Context: an optimization exercise on an open-source flow, tuned for small area, a short achievable clock period and few clock cycles. The choices shown serve that exercise and are no tape-out recipe. Where RTL was checked, it was by simulation tests only, not by an equivalence proof against the original. No activity file was given, so power comes from the tool's default toggle rates.

## run E
// riscv_cpu
module riscv_cpu (
    input         clk, reset,
    output [31:0] PC,
    input  [31:0] Instr,
    output        MemWrite,
    output [31:0] Mem_WrAddr, Mem_WrData,
    input  [31:0] ReadData
);
Size in the first run: about 1,300 flip-flops, roughly 160 I/O pins, roughly 65,000 um^2 of cells after synthesis.
Settings: LEC_CHECK=0, CAP_MARGIN=20, CORE_MARGIN=2, CORE_UTILIZATION=35, SETUP_SLACK_MARGIN=5, SLEW_MARGIN=20, SYNTH_HIERARCHICAL=1, SYNTH_MINIMUM_KEEP_SIZE=3000; clock period 12.0 ns.
standard.sh (not shown) runs the stock make flow with config.mk's settings and CLKGATE_MAP_FILE= SYNTH_SCRIPT=/design/flow/synth_recipe.tcl, a recipe that flattens the netlist after the stock synthesis.
==> flow/flow/run.sh <==
#!/bin/bash
# The standard layout (standard.sh) with these changes to how it is made:
#  - timing repair aims at a setup margin of 7.9 ns (the SDC, with its clock
#    period, is unchanged)
#  - port buffers start as buf_4 instead of the delay buffer ORFS picks
#  - CTS: clkbuf_8 sink buffers, no dummy loads
# make's full output goes to flow.log in this folder.
set -euo pipefail
bash standard.sh \
  SETUP_SLACK_MARGIN=7.9 \
  "BUFFER_PORTS_ARGS=-buffer_cell sky130_fd_sc_hd__buf_4" \
  "CTS_ARGS=-sink_clustering_enable -repair_clock_nets -dont_use_dummy_load -sink_clustering_buffer sky130_fd_sc_hd__clkbuf_8" \
  finish > flow.log 2>&1
Testbench counts of run E, summed over its fixed seeds: cycles 781,420.
diff inputs: run E => run A
- SYNTH_HIERARCHICAL: 1 -> unset
- SYNTH_MINIMUM_KEEP_SIZE: 3000 -> unset
==> summary.txt <==
Run A vs run E — power climbed by a few percent. Run A went all the way through synthesis, placement and routing and the layout is clean on timing, DRC and antenna. Going from run E to run A, final area saw an increase, net switching power figure saw an increase. Run A falls short of run E in die area. Changes observed in run A relative to run E: switching share of power shows an increase of 2.1 points; largest net degree at the start of global routing dropped about 6%; routed wire length rose 38%.

========
Another version of the RTL of riscv_cpu (not shown whole).
Size in the first run: about 160 I/O pins.
==> flow/design.v (excerpt) <==
module riscv_cpu (
    input         clk, reset,
    output [31:0] PC,
    input  [31:0] Instr,
    output        MemWrite,
    output [31:0] Mem_WrAddr, Mem_WrData,
    input  [31:0] ReadData
);
==> flow/config.mk <==
export PLATFORM = sky130hd
export DESIGN_NAME = riscv_cpu
export DESIGN_NICKNAME = riscv_cpu
export VERILOG_FILES = /design/flow/design.v
export SDC_FILE = /design/flow/constraint.sdc
export NUM_CORES = 8
export LEC_CHECK = 0
export CAP_MARGIN = 20
export CORE_MARGIN = 2
export CORE_UTILIZATION = 35
export SETUP_SLACK_MARGIN = 5
export SLEW_MARGIN = 20
export SYNTH_HIERARCHICAL = 1
export SYNTH_MINIMUM_KEEP_SIZE = 20
==> flow/constraint.sdc <==
create_clock -name core_clock -period 12.0 [get_ports {clk}]
set_input_delay 2.4000 -clock core_clock [delete_from_list [all_inputs] [get_ports {clk}]]
set_output_delay 2.4000 -clock core_clock [all_outputs]
set_load 0.01 [all_outputs]
Scripts as last shown in full above: flow/flow/run.sh
Testbench counts at the start, summed over its fixed seeds: cycles 781,420.
==> next run, changes <==
==> flow/flow/run.sh (replaced) <==
#!/bin/bash
# The standard layout (standard.sh), run in two parts, with these changes
# to how it is made (the SDC, with its clock period, is unchanged):
#  - timing repair aims at a setup margin of 7.9 ns up to CTS, and of 8.3 ns
#    at global routing (to leave room for what detailed routing adds)
#  - port buffers start as buf_4 instead of the delay buffer ORFS picks
#  - CTS: clkbuf_8 sink buffers, no dummy loads
# make's full output goes to flow_cts.log and flow_finish.log in this folder.
set -euo pipefail
COMMON=(
  "BUFFER_PORTS_ARGS=-buffer_cell sky130_fd_sc_hd__buf_4"
  "CTS_ARGS=-sink_clustering_enable -repair_clock_nets -dont_use_dummy_load -sink_clustering_buffer sky130_fd_sc_hd__clkbuf_8"
)
bash standard.sh "${COMMON[@]}" SETUP_SLACK_MARGIN=7.9 cts > flow_cts.log 2>&1
bash standard.sh "${COMMON[@]}" SETUP_SLACK_MARGIN=8.3 finish > flow_finish.log 2>&1
Result:
- register-to-register slack improves by 0.18 ns
- final cell count climbs by a few percent
- total power climbs by a few percent
- via count climbs by a few percent
- routed wire length climbs by a few percent
- maximum frequency climbs by a few percent
- design area climbs by a few percent
==> next run, changes <==
==> flow/flow/run.sh (replaced) <==
#!/bin/bash
# The standard layout (standard.sh), run in two parts, with these changes
# to how it is made (the SDC, with its clock period, is unchanged):
#  - timing repair aims at a setup margin of 7.9 ns up to CTS, and of 8.3 ns
#    at global routing (to leave room for what detailed routing adds)
#  - port buffers start as buf_4 instead of the delay buffer ORFS picks
#  - CTS: clkbuf_16 sink buffers on clusters of up to 16 flip-flops, no dummy loads
#  - one more round of timing repair after global routing (flow/grt_extra.tcl)
# make's full output goes to flow_cts.log and flow_finish.log in this folder.
set -euo pipefail
COMMON=(
  "BUFFER_PORTS_ARGS=-buffer_cell sky130_fd_sc_hd__buf_4"
  "CTS_ARGS=-sink_clustering_enable -repair_clock_nets -dont_use_dummy_load -sink_clustering_buffer sky130_fd_sc_hd__clkbuf_16 -sink_clustering_size 16 -sink_clustering_max_diameter 100"
)
bash standard.sh "${COMMON[@]}" SETUP_SLACK_MARGIN=7.9 cts > flow_cts.log 2>&1
bash standard.sh "${COMMON[@]}" SETUP_SLACK_MARGIN=8.3 "POST_GLOBAL_ROUTE_TCL=$PWD/flow/grt_extra.tcl" finish > flow_finish.log 2>&1
==> flow/flow/grt_extra.tcl (new file) <==
# one more round of timing repair on the global-routing parasitics
puts "extra timing repair after global routing"
log_cmd global_route -start_incremental
log_cmd estimate_parasitics -global_routing
repair_timing -setup_margin $::env(SETUP_SLACK_MARGIN) -hold_margin 0 -repair_tns 100 -verbose
log_cmd detailed_placement
log_cmd global_route -end_incremental
log_cmd estimate_parasitics -global_routing
report_worst_slack -max
Result: Maximum frequency grows by 4.0%. Worst setup slack is better by 0.15 ns. Critical path depth shrinks by 6. Die area does not change. Final area shrinks by 0.46%. Synthesized cell count is unchanged.
==> next run, changes <==
--- a/flow/flow/run.sh
+++ b/flow/flow/run.sh
@@ -2,5 +2,5 @@
 # The standard layout (standard.sh), run in two parts, with these changes
 # to how it is made (the SDC, with its clock period, is unchanged):
-#  - timing repair aims at a setup margin of 7.9 ns up to CTS, and of 8.3 ns
+#  - timing repair aims at a setup margin of 8.1 ns up to CTS, and of 8.3 ns
 #    at global routing (to leave room for what detailed routing adds)
 #  - port buffers start as buf_4 instead of the delay buffer ORFS picks
@@ -13,4 +13,4 @@
   "CTS_ARGS=-sink_clustering_enable -repair_clock_nets -dont_use_dummy_load -sink_clustering_buffer sky130_fd_sc_hd__clkbuf_16 -sink_clustering_size 16 -sink_clustering_max_diameter 100"
 )
-bash standard.sh "${COMMON[@]}" SETUP_SLACK_MARGIN=7.9 cts > flow_cts.log 2>&1
+bash standard.sh "${COMMON[@]}" SETUP_SLACK_MARGIN=8.1 cts > flow_cts.log 2>&1
 bash standard.sh "${COMMON[@]}" SETUP_SLACK_MARGIN=8.3 "POST_GLOBAL_ROUTE_TCL=$PWD/flow/grt_extra.tcl" finish > flow_finish.log 2>&1
Outcome:
- wire length rises by a few percent
- global-route usage went up by 0.80 points
- worst hold slack loses 0.0053 ns
==> next run, changes <==
==> flow/flow/run.sh (replaced) <==
#!/bin/bash
# The standard layout (standard.sh), run in two parts, with these changes
# to how it is made (the SDC, with its clock period, is unchanged):
#  - timing repair aims at a setup margin of 7.9 ns up to CTS, and of 8.3 ns
#    at global routing (to leave room for what detailed routing adds)
#  - port buffers start as buf_4 instead of the delay buffer ORFS picks
#  - CTS: clkbuf_16 sink buffers on clusters of up to 16 flip-flops, no dummy loads
# make's full output goes to flow_cts.log and flow_finish.log in this folder.
set -euo pipefail
COMMON=(
  "BUFFER_PORTS_ARGS=-buffer_cell sky130_fd_sc_hd__buf_4"
  "CTS_ARGS=-sink_clustering_enable -repair_clock_nets -dont_use_dummy_load -sink_clustering_buffer sky130_fd_sc_hd__clkbuf_16 -sink_clustering_size 16 -sink_clustering_max_diameter 100"
)
bash standard.sh "${COMMON[@]}" SETUP_SLACK_MARGIN=7.9 cts > flow_cts.log 2>&1
bash standard.sh "${COMMON[@]}" SETUP_SLACK_MARGIN=8.3 finish > flow_finish.log 2>&1
removed: flow/flow/grt_extra.tcl
Effect: The changed run completed without violations. Sequential share of layout area grows by 0.59 points. Via count shrinks by a few percent. Non-clock buffer count shrinks by 61.

========
riscv_cpu, a different RTL version from the one above (not shown whole).
Size: roughly 5600 cells after synthesis, about 160 I/O pins, ~67000 um^2 of cells after synthesis.
export LEC_CHECK = 0
export CAP_MARGIN = 20
export CORE_MARGIN = 2
export CORE_UTILIZATION = 35
export SETUP_SLACK_MARGIN = 5
export SLEW_MARGIN = 20
export SYNTH_HIERARCHICAL = 1
export SYNTH_MINIMUM_KEEP_SIZE = 20
create_clock -name core_clock -period 12.0 [get_ports {clk}]
==> flow/flow/run.sh <==
#!/bin/bash
# The standard layout (standard.sh), run in two parts, with these changes
# to how it is made (the SDC, with its clock period, is unchanged):
#  - timing repair aims at a setup margin of 7.9 ns up to CTS, and of 8.3 ns
#    at global routing (to leave room for what detailed routing adds)
#  - port buffers start as buf_4 instead of the delay buffer ORFS picks
#  - CTS: clkbuf_8 sink buffers, no dummy loads
# make's full output goes to flow_cts.log and flow_finish.log in this folder.
set -euo pipefail
COMMON=(
  "BUFFER_PORTS_ARGS=-buffer_cell sky130_fd_sc_hd__buf_4"
  "CTS_ARGS=-sink_clustering_enable -repair_clock_nets -dont_use_dummy_load -sink_clustering_buffer sky130_fd_sc_hd__clkbuf_8"
)
bash standard.sh "${COMMON[@]}" SETUP_SLACK_MARGIN=7.9 cts > flow_cts.log 2>&1
bash standard.sh "${COMMON[@]}" SETUP_SLACK_MARGIN=8.3 finish > flow_finish.log 2>&1
The starting point reached the layout checks and failed them: max-capacitance violations, max-slew violations.
Change:
==> flow/flow/run.sh (replaced) <==
#!/bin/bash
# The standard layout (standard.sh), run in two parts, with these changes
# to how it is made (the SDC, with its clock period, is unchanged):
#  - timing repair aims at a setup margin of 7.9 ns up to CTS, and of 8.3 ns
#    at global routing (to leave room for what detailed routing adds)
#  - port buffers start as buf_4 instead of the delay buffer ORFS picks
#  - CTS: clkbuf_16 sink buffers on clusters of up to 16 flip-flops, no dummy loads
#  - one more round of timing repair after global routing (flow/grt_extra.tcl)
# make's full output goes to flow_cts.log and flow_finish.log in this folder.
set -euo pipefail
COMMON=(
  "BUFFER_PORTS_ARGS=-buffer_cell sky130_fd_sc_hd__buf_4"
  "CTS_ARGS=-sink_clustering_enable -repair_clock_nets -dont_use_dummy_load -sink_clustering_buffer sky130_fd_sc_hd__clkbuf_16 -sink_clustering_size 16 -sink_clustering_max_diameter 100"
)
bash standard.sh "${COMMON[@]}" SETUP_SLACK_MARGIN=7.9 cts > flow_cts.log 2>&1
bash standard.sh "${COMMON[@]}" SETUP_SLACK_MARGIN=8.3 "POST_GLOBAL_ROUTE_TCL=$PWD/flow/grt_extra.tcl" finish > flow_finish.log 2>&1
==> flow/flow/grt_extra.tcl (new file) <==
# one more round of timing repair on the global-routing parasitics
puts "extra timing repair after global routing"
log_cmd global_route -start_incremental
log_cmd estimate_parasitics -global_routing
repair_timing -setup_margin $::env(SETUP_SLACK_MARGIN) -hold_margin 0 -repair_tns 100 -verbose
log_cmd detailed_placement
log_cmd global_route -end_incremental
log_cmd estimate_parasitics -global_routing
report_worst_slack -max
Outcome: The changed run produced a layout that fails on max-capacitance violations, max-slew violations; register-to-register slack is better by 0.09 ns; worst setup slack is better by 0.092 ns; power went down by 2.6%; via count went down by 0.72%; combinational power went up by about 2%; hold slack is better by 0.0045 ns; wire length stays flat; die area is unchanged; synthesized area is unchanged.
Function was not checked in any run of this note: the RTL went through the layout flow alone.

-- separate check: timing with driven ports --
In the flow no input, the clock included, has a driving cell. The finished layouts below were timed again as built, in two steps. Step 1, drivers: a clkbuf_16 drives clk and a buf_2 each remaining input, both assumed. Step 2 adds t to the input delays and takes it off the output delays; t is the mean of the earliest and latest rising clock arrival at the registers after step 1. Input paths then give back, and output paths get back, about the clock's delay inside the block. Slacks: no drivers / after step 1 / after step 2; pairs: no drivers / after step 1.
run	t, ns	slack for setup (ns)	worst data-port slew with drivers (ns)
run E	0.826	7.698 / 7.733 / 6.907	0.09
run A	0.889	7.690 / 7.690 / 6.986	0.07
the first run of note 2	0.858	7.858 / 7.879 / 7.060	0.11
the second run of note 2	0.868	8.055 / 8.055 / 7.316	0.10
the third run of note 2	0.820	8.206 / 8.154 / 7.409	0.13
the fourth run of note 2	0.806	8.211 / 8.148 / 7.492	0.11
the fifth run of note 2	0.821	8.124 / 8.143 / 7.357	0.11
the first run of note 3	0.853	7.946 / 7.946 / 7.314	0.11
the second run of note 3	0.798	8.038 / 8.038 / 7.412	0.12
The setup slack of the first run of note 2, which loses most, moves by +0.021 ns with the drivers and by -0.798 ns with both steps.
